Context: an optimization exercise on an open-source flow, tuned for small area, a short achievable clock period and few clock cycles per item. The choices shown serve that exercise and are no tape-out recipe. Where RTL was checked, it was by simulation tests only, not by an equivalence proof against the original. No functional check of the RTL was part of run 1. Power is estimated from default activity; no workload was simulated.

==> flow/design.v <==
`timescale 1ns / 1ps
module Encoder(clk, reset, start, p_text, m_key, done, c_text);
    input clk, reset, start;
    input wire [63:0] p_text;
    input wire [79:0] m_key;
    output reg done;
    output wire [63:0] c_text;
    reg [63:0] t;
    reg [79:0] k;
    reg [4:0]  cnt;
    reg        busy;
    wire idle;
    C_inv ui (.A(busy), .Y(idle));
    genvar i;
    wire [79:0] w = {k[66:0], k[79:67]};
    wire [3:0] ks;
    SBox uk (.x(w[3:0]), .y(ks));
    wire [4:0] rcx;
    generate for (i = 0; i < 5; i = i + 1) begin : rc
        C_xor2 u (.A(cnt[i]), .B(w[59+i]), .X(rcx[i]));
    end endgenerate
    wire [79:0] g = {w[79:64], rcx, w[58:4], ks};
    wire [79:0] kd;
    generate for (i = 0; i < 80; i = i + 1) begin : km
        wire n0, n1;
        C_nand2 u0 (.A(g[i]), .B(busy), .Y(n0));
        C_nand2 u1 (.A(m_key[i]), .B(idle), .Y(n1));
        C_nand2 u2 (.A(n0), .B(n1), .Y(kd[i]));
    end endgenerate
    wire [63:0] pn, y;
    generate for (i = 0; i < 64; i = i + 1) begin : yk
        C_nand2 u0 (.A(p_text[i]), .B(idle), .Y(pn[i]));
        C_xnor2 u1 (.A(kd[i]), .B(pn[i]), .Y(y[i]));
    end endgenerate
    wire [63:0] b;
    generate for (i = 0; i < 16; i = i + 1) begin : sb
        SBoxG u (.x(t[4*i+3:4*i]), .enn(idle), .y(b[4*i+3:4*i]));
    end endgenerate
    wire [63:0] c, d;
    generate for (i = 0; i < 4; i = i + 1) begin : sh
        assign c[16*i+15:16*i] = {b[16*i+7:16*i+4], b[16*i+3:16*i],
                                  b[16*i+15:16*i+12], b[16*i+11:16*i+8]};
    end endgenerate
    assign d[15:0]  = {c[14:0],  c[15]};
    assign d[31:16] = {c[27:16], c[31:28]};
    assign d[47:32] = {c[40:32], c[47:41]};
    assign d[63:48] = {c[54:48], c[63:55]};
    wire [63:0] tn;
    wire [15:0] e2, e1, a3, a0;
    generate for (i = 0; i < 16; i = i + 1) begin : mx
        C_xor2 x0 (.A(d[32+i]), .B(d[i]),    .X(e2[i]));
        C_xor2 x1 (.A(d[48+i]), .B(d[16+i]), .X(e1[i]));
        C_xor2 x2 (.A(d[48+i]), .B(y[48+i]), .X(a3[i]));
        C_xor2 x3 (.A(d[i]),    .B(y[i]),    .X(a0[i]));
        C_xor2 x4 (.A(a3[i]),   .B(e2[i]),   .X(tn[48+i]));
        C_xor2 x5 (.A(e2[i]),   .B(y[32+i]), .X(tn[32+i]));
        C_xor2 x6 (.A(e1[i]),   .B(y[16+i]), .X(tn[16+i]));
        C_xor2 x7 (.A(a0[i]),   .B(e1[i]),   .X(tn[i]));
    end endgenerate
    assign c_text = t;
    always @(posedge clk) begin
        t <= tn;
        k <= kd;
        cnt <= busy ? cnt + 5'd1 : 5'd0;
        if (reset) begin
            busy <= 1'b0;
            done <= 1'b0;
        end else if (!busy) begin
            done <= 1'b0;
            busy <= start;
        end else if (cnt == 5'd24) begin
            busy <= 1'b0;
            done <= 1'b1;
        end
    end
endmodule
module SBoxN(x, yn);
    input [3:0] x;
    output [3:0] yn;
    wire n03, a03, n01, a13, e03, x12, qn, f11, f20, f31, f30;
    C_nor2   g0 (.A(x[0]), .B(x[3]), .Y(n03));
    C_nand2  g1 (.A(x[0]), .B(x[3]), .Y(a03));
    C_nor2   g2 (.A(x[0]), .B(x[1]), .Y(n01));
    C_nand2  g3 (.A(x[1]), .B(x[3]), .Y(a13));
    C_xnor2  g4 (.A(x[0]), .B(x[3]), .Y(e03));
    C_xor2   g5 (.A(x[1]), .B(x[2]), .X(x12));
    C_nand2b g6 (.A_N(x[0]), .B(x[3]), .Y(qn));
    C_xor2   g7 (.A(x[1]), .B(n03), .X(f11));
    C_xor2   g8 (.A(x[1]), .B(a03), .X(f20));
    C_xnor2  g9 (.A(x[3]), .B(n01), .Y(f31));
    C_xor2   g10 (.A(x[0]), .B(a13), .X(f30));
    C_xor2   g11 (.A(x12), .B(qn), .X(yn[0]));
    C_mux2i  g12 (.A0(e03), .A1(f11), .S(x[2]), .Y(yn[1]));
    C_mux2i  g13 (.A0(f20), .A1(e03), .S(x[2]), .Y(yn[2]));
    C_mux2i  g14 (.A0(f30), .A1(f31), .S(x[2]), .Y(yn[3]));
endmodule
module SBoxG(x, enn, y);
    input [3:0] x;
    input enn;
    output [3:0] y;
    wire [3:0] yn;
    SBoxN s (.x(x), .yn(yn));
    C_nor2 g0 (.A(yn[0]), .B(enn), .Y(y[0]));
    C_nor2 g1 (.A(yn[1]), .B(enn), .Y(y[1]));
    C_nor2 g2 (.A(yn[2]), .B(enn), .Y(y[2]));
    C_nor2 g3 (.A(yn[3]), .B(enn), .Y(y[3]));
endmodule
module SBox(x, y);
    input [3:0] x;
    output [3:0] y;
    wire [3:0] yn;
    SBoxN s (.x(x), .yn(yn));
    C_inv g0 (.A(yn[0]), .Y(y[0]));
    C_inv g1 (.A(yn[1]), .Y(y[1]));
    C_inv g2 (.A(yn[2]), .Y(y[2]));
    C_inv g3 (.A(yn[3]), .Y(y[3]));
endmodule
module C_inv(A, Y);
    input A;
    output Y;
    assign Y = (~A);
endmodule
module C_mux2i(A0, A1, S, Y);
    input A0, A1, S;
    output Y;
    assign Y = (~A0&~S) | (~A1&S);
endmodule
module C_nand2(A, B, Y);
    input A, B;
    output Y;
    assign Y = (~A) | (~B);
endmodule
module C_nand2b(A_N, B, Y);
    input A_N, B;
    output Y;
    assign Y = (A_N) | (~B);
endmodule
module C_nor2(A, B, Y);
    input A, B;
    output Y;
    assign Y = (~A&~B);
endmodule
module C_xnor2(A, B, Y);
    input A, B;
    output Y;
    assign Y = (~A&~B) | (A&B);
endmodule
module C_xor2(A, B, X);
    input A, B;
    output X;
    assign X = (A&~B) | (~A&B);
endmodule
==> flow/flow/run.sh <==
#!/bin/bash
# The standard layout, with plain buf_1 cells as the port buffers.
set -uo pipefail
export BUFFER_PORTS_ARGS="-buffer_cell sky130_fd_sc_hd__buf_1"
bash standard.sh > standard_flow.log 2>&1
==> flow/standard.sh <==
#!/bin/bash
# synth_recipe.tcl (not shown) runs the flow's synth.tcl, then flattens the netlist and writes it again
# the make line also repeats each setting of config.mk as NAME=value (left out here)
make -C /OpenROAD-flow-scripts/flow DESIGN_CONFIG=/design/flow/config.mk WORK_HOME=/design/flow/orfs CLKGATE_MAP_FILE= SYNTH_SCRIPT=/design/flow/synth_recipe.tcl "${@:-finish}"
==> flow/config.mk <==
export PLATFORM = sky130hd
export DESIGN_NAME = Encoder
export DESIGN_NICKNAME = Encoder
export VERILOG_FILES = /design/flow/design.v
export SDC_FILE = /design/flow/constraint.sdc
export NUM_CORES = 4
export LEC_CHECK = 0
export CAP_MARGIN = 20
export CORE_MARGIN = 2
export CORE_UTILIZATION = 40
export SETUP_SLACK_MARGIN = 1.8
export SLEW_MARGIN = 20
export SYNTH_HIERARCHICAL = 1
==> flow/constraint.sdc <==
create_clock -name core_clock -period 3.5 [get_ports {clk}]
set_input_delay 0.7000 -clock core_clock [delete_from_list [all_inputs] [get_ports {clk}]]
set_output_delay 0.7000 -clock core_clock [all_outputs]
set_load 0.01 [all_outputs]
==> results of run 1 <==
Yosys stat by module (local to each module, per instance), a selection:
| module | cells inside | cell area, um2 | flops+latches | copies in the design |
|---|---|---|---|---|
| C_inv | 1 | 3.75 | 0 | 5 |
| C_nand2b | 1 | 6.26 | 0 | 17 |
| Encoder | 173 | 3180 | 151 | 1 |
| C_xor2 | 1 | 8.76 | 0 | 218 |
| C_xnor2 | 1 | 8.76 | 0 | 98 |
| C_nand2 | 1 | 3.75 | 0 | 338 |
| C_mux2i | 1 | 10.0 | 0 | 51 |
| C_nor2 | 1 | 3.75 | 0 | 98 |
what timing repair did:
action	CTS	global route
cloned	6	4
gates resized for setup	220	150
pin swaps	13	49
setup buffers	13	26
endpoints found under the setup margin	129	112
layout make-up:
type                            count  area [um2]
Fill cell                        1841        8390
Multi-Input combinational cell    838        5920
Sequential cell                   151        3270
Timing Repair Buffer              265        1610
Clock buffer                       21         472
Tap cell                          270         338
Clock inverter                     11         123
Inverter                            8        33.8
Timing Repair inverter              1        7.51
per-stage QoR:
| step | setup slack [ns] | TNS, ns |
|---|---|---|
| after floorplan | -0.240 | -15.17 |
| after global placement | 1.29 | 0 |
| after detailed placement | 1.28 | 0 |
| after CTS | 1.76 | 0 |
| after global routing | 1.67 | 0 |
| final | 1.79 | 0 |
cells by family (layout without fill, tap and decap cells):
| group | count (synthesis) | after routing | share of synthesized area, % |
|---|---|---|---|
| AND/OR/NAND/NOR | 464 | 464 | 22.0 |
| XOR/XNOR | 317 | 317 | 33.8 |
| flip-flops | 151 | 151 | 36.8 |
| multiplexers | 53 | 53 | 6.46 |
| buffers and inverters | 9 | 306 | 0.426 |
| adder cells (fa/ha/maj) | 2 | 2 | 0.304 |
| AO/OA/AOI/OAI | 2 | 2 | 0.274 |
power by group:
part	switching, W	internal [W]	total [W]
clock	0.000746	0.00111	0.00186
sequential	0.000880	0.00255	0.00343
combinational	0.00310	0.00267	0.00576
state kept, by name, summed over array words and instances (netlist names):
| signal | flops |
|---|---|
| busy | 1 |
| cnt | 5 |
| done | 1 |
| k | 80 |
| t | 64 |
worst max-delay path by stage:
stage | endpoint | cells past startpoint | slack [ns] | startpoint
2_1_floorplan | t[32]$_DFF_P_ | 4 | -0.24 | busy$_SDFF_PP0_
4_1_cts | t[3]$_DFF_P_ | 9 | 1.76 | k[70]$_DFF_P_
3_5_place_dp | t[3]$_DFF_P_ | 7 | 1.28 | busy$_SDFF_PP0_
5_1_grt | t[54]$_DFF_P_ | 8 | 1.67 | busy$_SDFF_PP0_
3_3_place_gp | t[7]$_DFF_P_ | 7 | 1.29 | busy$_SDFF_PP0_
6_report | t[54]$_DFF_P_ | 8 | 1.79 | busy$_SDFF_PP0_
cell usage after synthesis:
cell and instances:
sky130_fd_sc_hd__nand2_1 340, sky130_fd_sc_hd__xor2_1 219, sky130_fd_sc_hd__dfxtp_1 151, sky130_fd_sc_hd__nor2_1 99
sky130_fd_sc_hd__xnor2_1 98, sky130_fd_sc_hd__mux2i_1 53, sky130_fd_sc_hd__nand2b_1 19, sky130_fd_sc_hd__inv_1 8
sky130_fd_sc_hd__and2_1 2, sky130_fd_sc_hd__ha_1 2, sky130_fd_sc_hd__nand3_1 2, sky130_fd_sc_hd__a211oi_2 1
sky130_fd_sc_hd__and4b_1 1, sky130_fd_sc_hd__buf_2 1, sky130_fd_sc_hd__nor2b_1 1, sky130_fd_sc_hd__o211a_1 1
worst max-delay path: stages (launching register included):
cell	delay (ns)
sky130_fd_sc_hd__dfxtp_4	0.38
sky130_fd_sc_hd__clkinvlp_4	0.12
sky130_fd_sc_hd__buf_12	0.16
sky130_fd_sc_hd__buf_16	0.16
sky130_fd_sc_hd__nand2_2	0.08
sky130_fd_sc_hd__nand2_2	0.07
sky130_fd_sc_hd__xnor2_2	0.23
sky130_fd_sc_hd__xor2_1	0.25
sky130_fd_sc_hd__xor2_1	0.17
layer usage:
layer / global-route usage [%] / vias to the layer above / part of all wire [%]
met5: 0 / - / 0
met4: 6.78 / 0 / 1.7
met3: 5.06 / 22 / 6.5
met2: 37.5 / 201 / 47
met1: 29.7 / 3344 / 44
li1: - / 3646 / -
==> reports/qor.yml, run 1 <==
ctsRootBufferMaster: "sky130_fd_sc_hd__clkbuf_16"
vdd_ir_drop_max_mv: 0.476
setup_violations: 0
dr.pass1.iters: 5
post-layout-total-power_w: 0.0110
stdcell_area_um2: 11800
worstReg2RegStart: "busy$_SDFF_PP0_"
die_w_um: 147
area_delta_synth_final_pct: 43.3
layout.cells.most_common: "sky130_fd_sc_hd__nand2_1"
worst_ep_required_time_ns: 3.84
worst_hold_path.endpoint: "k[77]$_DFF_P_"
detail_route.vias_per_cell: 4.61
detail_route.drc_violations: 0
timing_max_transition_violations_final: 0
port-buffer-count: 211
post-route-min-period_ns: 1.71
r2r_setup_slack_ns: 1.79
layout.cells.most_common_list: "310 x sky130_fd_sc_hd__nand2_1, 195 x sky130_fd_sc_hd__xor2_1, 147 x sky130_fd_sc_hd__buf_1"
power_density_nw_per_um2: 938
clock_tree.buffer_depth: 2
r2r-end: "t[54]$_DFF_P_"
hold_path_startpoint: "k[64]$_DFF_P_"
syn_area_per_cell_um2: 8.23
cts_tree: "done"
fp.dieH_um: 147
drt.antenna.violating_nets: 0
final.hold.worst_slack_ns: 0.421
cts_buffers: 17
grt_antenna_before_repair: 1
share_of_layout_cells_above_drive_strength_1_pct: 26.2
grt_start_max_net_pins: 91
yosys_warnings: 7
core_area_um2: 20200
route.detailed.wl_per_inst_um: 16.7
track_usage_pct: 22.7
drt_first_iter_violations: 313
gpl.final_weighted_congestion: 0.806
yosys.area.top_type_share_pct: 36.8
std_cell_rows: 52
dpl.hpwl_um: 17600
finalWirelength_um: 26200
hold_viol: 0
run_status: "timing/DRC/antenna clean"
rsz0062_at_grt: "true"
fin_skew_ns: 0.0104
cp_max_fo: 20
synthDistinctLibCells: 16
crit_arrival_ns: 2.06
dp.cells: 1484
mappedNetlistArea_um2: 8220
timing.final.crit_share_pct: 49.0
path_class: "flop to flop"
timing.reg2reg.worst_path_depth: 8
maxSlewHeadroom_pct: 73.0
io_pins: 212
net_count_after_synthesis: 1147
clock-sinks: 151
seq_area_frac_synth_pct: 36.8
cts.reportedPaths.clkPinSlew_ns: 0.07
worst-slew-pin-transition_ns: 0.404
hold_path.class: "flop to flop"
clock_h_tree_levels: 4
finalNetCount: 1431
final-instance-count-excl-fill: 1565
dpl-instance-area_um2: 9420
hold-path-cell-count: 2
synth.ff_latch_count: 151
post-synth-top-area-cell: "sky130_fd_sc_hd__dfxtp_1"
clkLatencyLatePin_ns: 0.42
grt_pass1_vias: 6723
crit_path_start_kind: "flop"
antenna_cells: 0
achievable-frequency_mhz: 583
initial_utilization_pct: 40.7
floorplan.die_area_um2: 21700
detailroute.via_count: 7213
maxCapViolCount: 0
post_cts_hold_buffers: 0
fin_util_pct: 58.4
grt.overflow.total: 0
cp-end-kind: "flop"
synthCells: 998
leakage_nw: 5.54
grt_first_pass_wirelength_um: 37200
largest_cells_by_area_after_synthesis: "sky130_fd_sc_hd__dfxtp_1 37%, sky130_fd_sc_hd__xor2_1 23%, sky130_fd_sc_hd__nand2_1 16%"
==> inputs of run 2 (changes only) <==
--- a/flow/design.v
+++ b/flow/design.v
@@ -9,8 +9,8 @@
     reg [79:0] k;
     reg [4:0]  cnt;
     reg        busy;
-    wire idle;
-    C_inv ui (.A(busy), .Y(idle));
+    reg [1:0]  busy_k;
+    reg [5:0]  idle_r;
     genvar i;
     wire [79:0] w = {k[66:0], k[79:67]};
     wire [3:0] ks;
@@ -23,18 +23,18 @@
     wire [79:0] kd;
     generate for (i = 0; i < 80; i = i + 1) begin : km
         wire n0, n1;
-        C_nand2 u0 (.A(g[i]), .B(busy), .Y(n0));
-        C_nand2 u1 (.A(m_key[i]), .B(idle), .Y(n1));
+        C_nand2 u0 (.A(g[i]), .B(busy_k[i%2]), .Y(n0));
+        C_nand2 u1 (.A(m_key[i]), .B(idle_r[i%2]), .Y(n1));
         C_nand2 u2 (.A(n0), .B(n1), .Y(kd[i]));
     end endgenerate
     wire [63:0] pn, y;
     generate for (i = 0; i < 64; i = i + 1) begin : yk
-        C_nand2 u0 (.A(p_text[i]), .B(idle), .Y(pn[i]));
+        C_nand2 u0 (.A(p_text[i]), .B(idle_r[2+i%2]), .Y(pn[i]));
         C_xnor2 u1 (.A(kd[i]), .B(pn[i]), .Y(y[i]));
     end endgenerate
     wire [63:0] b;
     generate for (i = 0; i < 16; i = i + 1) begin : sb
-        SBoxG u (.x(t[4*i+3:4*i]), .enn(idle), .y(b[4*i+3:4*i]));
+        SBoxG u (.x(t[4*i+3:4*i]), .enn(idle_r[4+i%2]), .y(b[4*i+3:4*i]));
     end endgenerate
     wire [63:0] c, d;
     generate for (i = 0; i < 4; i = i + 1) begin : sh
@@ -58,10 +58,15 @@
         C_xor2 x7 (.A(a0[i]),   .B(e1[i]),   .X(tn[i]));
     end endgenerate
     assign c_text = t;
+    integer j;
     always @(posedge clk) begin
         t <= tn;
         k <= kd;
         cnt <= busy ? cnt + 5'd1 : 5'd0;
+        for (j = 0; j < 2; j = j + 1)
+            busy_k[j] <= !reset && (busy_k[j] ? cnt != 5'd24 : start);
+        for (j = 0; j < 6; j = j + 1)
+            idle_r[j] <= reset || (idle_r[j] ? !start : cnt == 5'd24);
         if (reset) begin
             busy <= 1'b0;
             done <= 1'b0;
==> run 2 against run 1 <==
Still clean on timing, DRC and antenna. Core utilization is 6.5 points lower. Clock power up 7%. Clock skew is 0.0021 ns higher. Global-route usage increased by 0.33 points. Sequential power rose by 4%. Critical endpoint is now c_text[48]. Largest cell class unchanged. Highest routed layer unchanged.
==> reports/qor.yml, run 2 <==
run_status: "timing/DRC/antenna clean"
power_density_nw_per_um2: 981  # +4.6%
number_of_buffer_and_inverter_stages_on_the_critical_path: 1  # -2
multi_input_area_um2: 5420  # -8.5%
post-route-min-period_ns: 1.70  # -0.0196 ns
critical-path-slowest-cell: "sky130_fd_sc_hd__dfxtp_2"
gpl.final_weighted_congestion: 0.825  # +2.4%
vdd_ir_drop_max_mv: 0.361  # -24%
syn_area_per_cell_um2: 8.31  # +0.88%
setup-tns-final_ns: 0  # unchanged
ctsRootBufferMaster: "sky130_fd_sc_hd__clkbuf_16"
path_class: "flop to primary output"
area_delta_synth_final_pct: 28.1
post-synth-top-area-cell: "sky130_fd_sc_hd__dfxtp_1"
synth_commonest_cells: "340 x sky130_fd_sc_hd__nand2_1, 219 x sky130_fd_sc_hd__xor2_1, 159 x sky130_fd_sc_hd__dfxtp_1"
detail_route.vias_per_cell: 4.68  # +1.6%
crit_chain: "buf_2"
crit_arrival_ns: 1.00  # -1.06 ns
io_pins: 212  # unchanged
dr.pass1.iters: 6  # +1
synth_simple_gate_area_share_pct: 21.9  # -0.025 points
mappedNetlistArea_um2: 8490  # +3.3%
finalWirelength_um: 25900  # -1.1%
port-buffer-count: 211  # unchanged
worst_ep_required_time_ns: 2.80  # -1.04 ns
layout.cells.most_common_list: "339 x sky130_fd_sc_hd__nand2_1, 208 x sky130_fd_sc_hd__xor2_1, 149 x sky130_fd_sc_hd__buf_1"
yosys_warnings: 7  # unchanged
timing.reg2reg.worst_path_depth: 9  # +1
grt_antenna_before_repair: 0  # -1
synth-edff-count: 0  # unchanged
postSynth.asyncResetShare_pct: 0  # unchanged
yosys.area.top_type_share_pct: 37.5  # +0.71 points
synthCells: 1022  # +2.4%
most_numerous_cell_in_the_yosys_netlist: "sky130_fd_sc_hd__nand2_1"
cp_max_fo: 7  # -65%
largest-register: "k"
yosys.area_share.xor_xnor_pct: 32.7  # -1.1 points
worstReg2RegStart: "k[68]$_DFF_P_"
std_cell_rows: 53  # +1.9%
ys_dominant_reg_cell: "sky130_fd_sc_hd__dfxtp_1"
layout.cells.most_common: "sky130_fd_sc_hd__nand2_1"
largest_family_of_logic_cells_by_synthesized_area: "XOR/XNOR gates"
drt_first_iter_violations: 365  # +17%
clock_h_tree_levels: 4  # unchanged
hold_path_startpoint: "k[64]$_DFF_P_"
fin_skew_ns: 0.0125  # +0.00213 ns
floorplan.die_area_um2: 22400  # +3.2%
grt_pass1_vias: 7109  # +5.7%
antenna_cells: 0  # unchanged
setup_violations: 0  # unchanged
cts_tree: "done"
finalNetCount: 1412  # -1.3%
clock_tree.buffer_depth: 2  # unchanged
dpl-instance-area_um2: 9710  # +3.1%
route.detailed.wl_per_inst_um: 16.7  # -0.24%
clkLatencyLatePin_ns: 0.43  # about the same
initial_utilization_pct: 40.5  # -0.23 points
crit_path_start: "t[48]$_DFF_P_"
post_cts_hold_buffers: 0  # unchanged
synth_compound_gate_area_share_pct: 0.914  # +0.64 points
fillerInstances: 2044  # +11%
cts_buffers: 17  # unchanged
timing.final.crit_share_pct: 48.4  # -0.56 points
share_of_layout_cells_above_drive_strength_1_pct: 15.8  # -10 points
crit_path_start_kind: "flop"
synth.ff_latch_count: 159  # +5.3%
cp_num_cells: 1  # -7
detailroute.via_count: 7261  # +0.67%
track_usage_pct: 23.0  # +0.33 points
grt_start_max_net_pins: 43  # -53%
cp_slowest_stage_delay_ns: 0.40  # +0.02 ns
net_count_after_synthesis: 1171  # +2.1%
reg.largest.list: "k (80), t (64), idle_r (6)"
flip_flop_count_of_the_largest_register_after_layout: 80  # unchanged
core_area_um2: 21000  # +3.9%
maxCapViolCount: 0  # unchanged
leakage_nw: 5.08  # -8.3%
cts.reportedPaths.clkPinSlew_ns: 0.06  # about the same
synth.mux.area_fraction_pct: 6.25  # -0.21 points
dpl.hpwl_um: 19700  # +12%
hold_path.class: "flop to flop"
cp-end-kind: "primary output"
seqCellArea_um2: 3440  # +5.1%
seq_area_frac_synth_pct: 37.5  # +0.71 points
timing_max_transition_violations_final: 0  # unchanged
rsz0062_at_grt: "true"
maxSlewHeadroom_pct: 70.8  # -2.3 points
synthDistinctLibCells: 18  # +2
fp.dieH_um: 150  # +1.6%
die_w_um: 150  # +1.6%
achievable-frequency_mhz: 590  # +1.2%
adder_cell_share_of_the_synthesized_area_pct: 0.295  # -0.0097 points
worst-slew-pin-transition_ns: 0.437  # +0.0332 ns
grt_first_pass_wirelength_um: 38600  # +3.9%
detail_route.drc_violations: 0  # unchanged
hold_viol: 0  # unchanged
largest_cells_by_area_after_synthesis: "sky130_fd_sc_hd__dfxtp_1 37%, sky130_fd_sc_hd__xor2_1 23%, sky130_fd_sc_hd__nand2_1 15%"
stdcell_area_um2: 10900  # -7.7%
clock-sinks: 159  # +5.3%
grt.overflow.total: 0  # unchanged
hold-path-cell-count: 2  # unchanged
drt.antenna.violating_nets: 0  # unchanged
timing.critical_path.max_delay_family: "flip-flops"
-- run 2: cell count changes in the layout (fill, tap and decap cells not counted), sizes merged, moves of 3 or more --
| cell | before | now |
|---|---|---|
| o211ai | 0 | 6 |
| clkinvlp | 6 | 3 |
| clkbuf | 41 | 32 |
| nand2b | 19 | 25 |
| clkinv | 5 | 2 |
| buf | 243 | 214 |
| dfxtp | 151 | 159 |
-- run 2: path summary, 6_finish.rpt --
kind / endpoint / slack [ns]
worst max register to register: t[3]$_DFF_P_ / 1.80
worst max-delay path: c_text[48] / 1.80
worst min register to register: k[77]$_DFF_P_ / 0.42
worst min-delay path: k[77]$_DFF_P_ / 0.42
-- run 2: logic make-up after synthesis --
kind of cell,count (synthesis)
and+or+nand+nor,473
xor gates and xnor gates,317
DFF,159
muxes,53
AOI/OAI and AO/OA,10
buffers and inverters,8
adders and majority gates,2
-- run 2: routing by layer --
layer	part of all wire [%]	up-vias	track usage [%]
met3	5.7	30	4.33
met4	2.1	0	7.36
met5	0	-	0
met1	44	3385	29.9
met2	48	198	38.6
li1	-	3648	-
-- run 2: stage by stage --
stage	util, %	worst slack [ns]	power, W	hold slack [ns]	instances
global placement	46.4	1.43	0.00802	0.413	1518
global route	51.9	1.69	0.0114	0.438	1551
floorplan	-	1.86	0.00670	0.403	1022
finish	51.9	1.80	0.0107	0.424	1551
CTS	50.9	1.80	0.0105	0.422	1550
detailed placement	46.4	1.38	0.00812	0.410	1518
-- run 2: per-module statistics from Yosys (local to each module, per instance), a selection --
module,cells,flops+latches
C_xor2,1,0
C_nand2b,1,0
C_mux2i,1,0
C_nand2,1,0
C_xnor2,1,0
C_inv,1,0
Encoder,198,159
C_nor2,1,0
-- run 2: repair_timing --
item	CTS	global route
pin swaps	0	1
buffers inserted	0	1
endpoints found under the setup margin	122	71
gates cloned	0	0
gates resized for setup	175	63
-- run 2: layout make-up --
cell class,instances,area share (%)
Multi-Input combinational cell,855,49.8
Clock buffer,23,4.40
Sequential cell,159,31.6
Timing Repair Buffer,223,9.32
Tap cell,275,3.16
Clock inverter,9,1.44
Inverter,7,0.242
-- run 2: report_power, final --
group	leakage, nW	switching (W)	total (W)	internal [W]
clock	0.300	0.000741	0.00199	0.00125
combinational	3.42	0.00279	0.00510	0.00231
sequential	1.36	0.000927	0.00357	0.00264
total	5.08	0.00446	0.0107	0.00621
Testbench counts of run 2, summed over its fixed seeds: cycles 13,312, items 512.

[static timing again, ports no longer ideal]
The flow's constraints put no driver on any port. The routed layouts listed below were extracted and timed again, unchanged, in two steps. Step 1: set_driving_cell puts a clkbuf_16 on clk and a buf_2 on each other input, an assumption about the parent block. Step 2 times the ports against the registers' clock, not the clock port: input delays grow and output delays shrink by t, the midpoint of the rising clock arrivals with the driver on. Slacks: no drivers / after step 1 / after step 2; pairs: no drivers / after step 1.
run	t, ns	setup slack, ns	worst setup path after step 2
run 1	0.457	1.785 / 1.776 / 1.785	register to register
run 2	0.470	1.805 / 1.759 / 1.801	input to register
After both steps setup and hold are still met in every run listed. The setup slack of run 2, which loses most, moves by -0.046 ns with the drivers and by -0.004 ns with both steps.
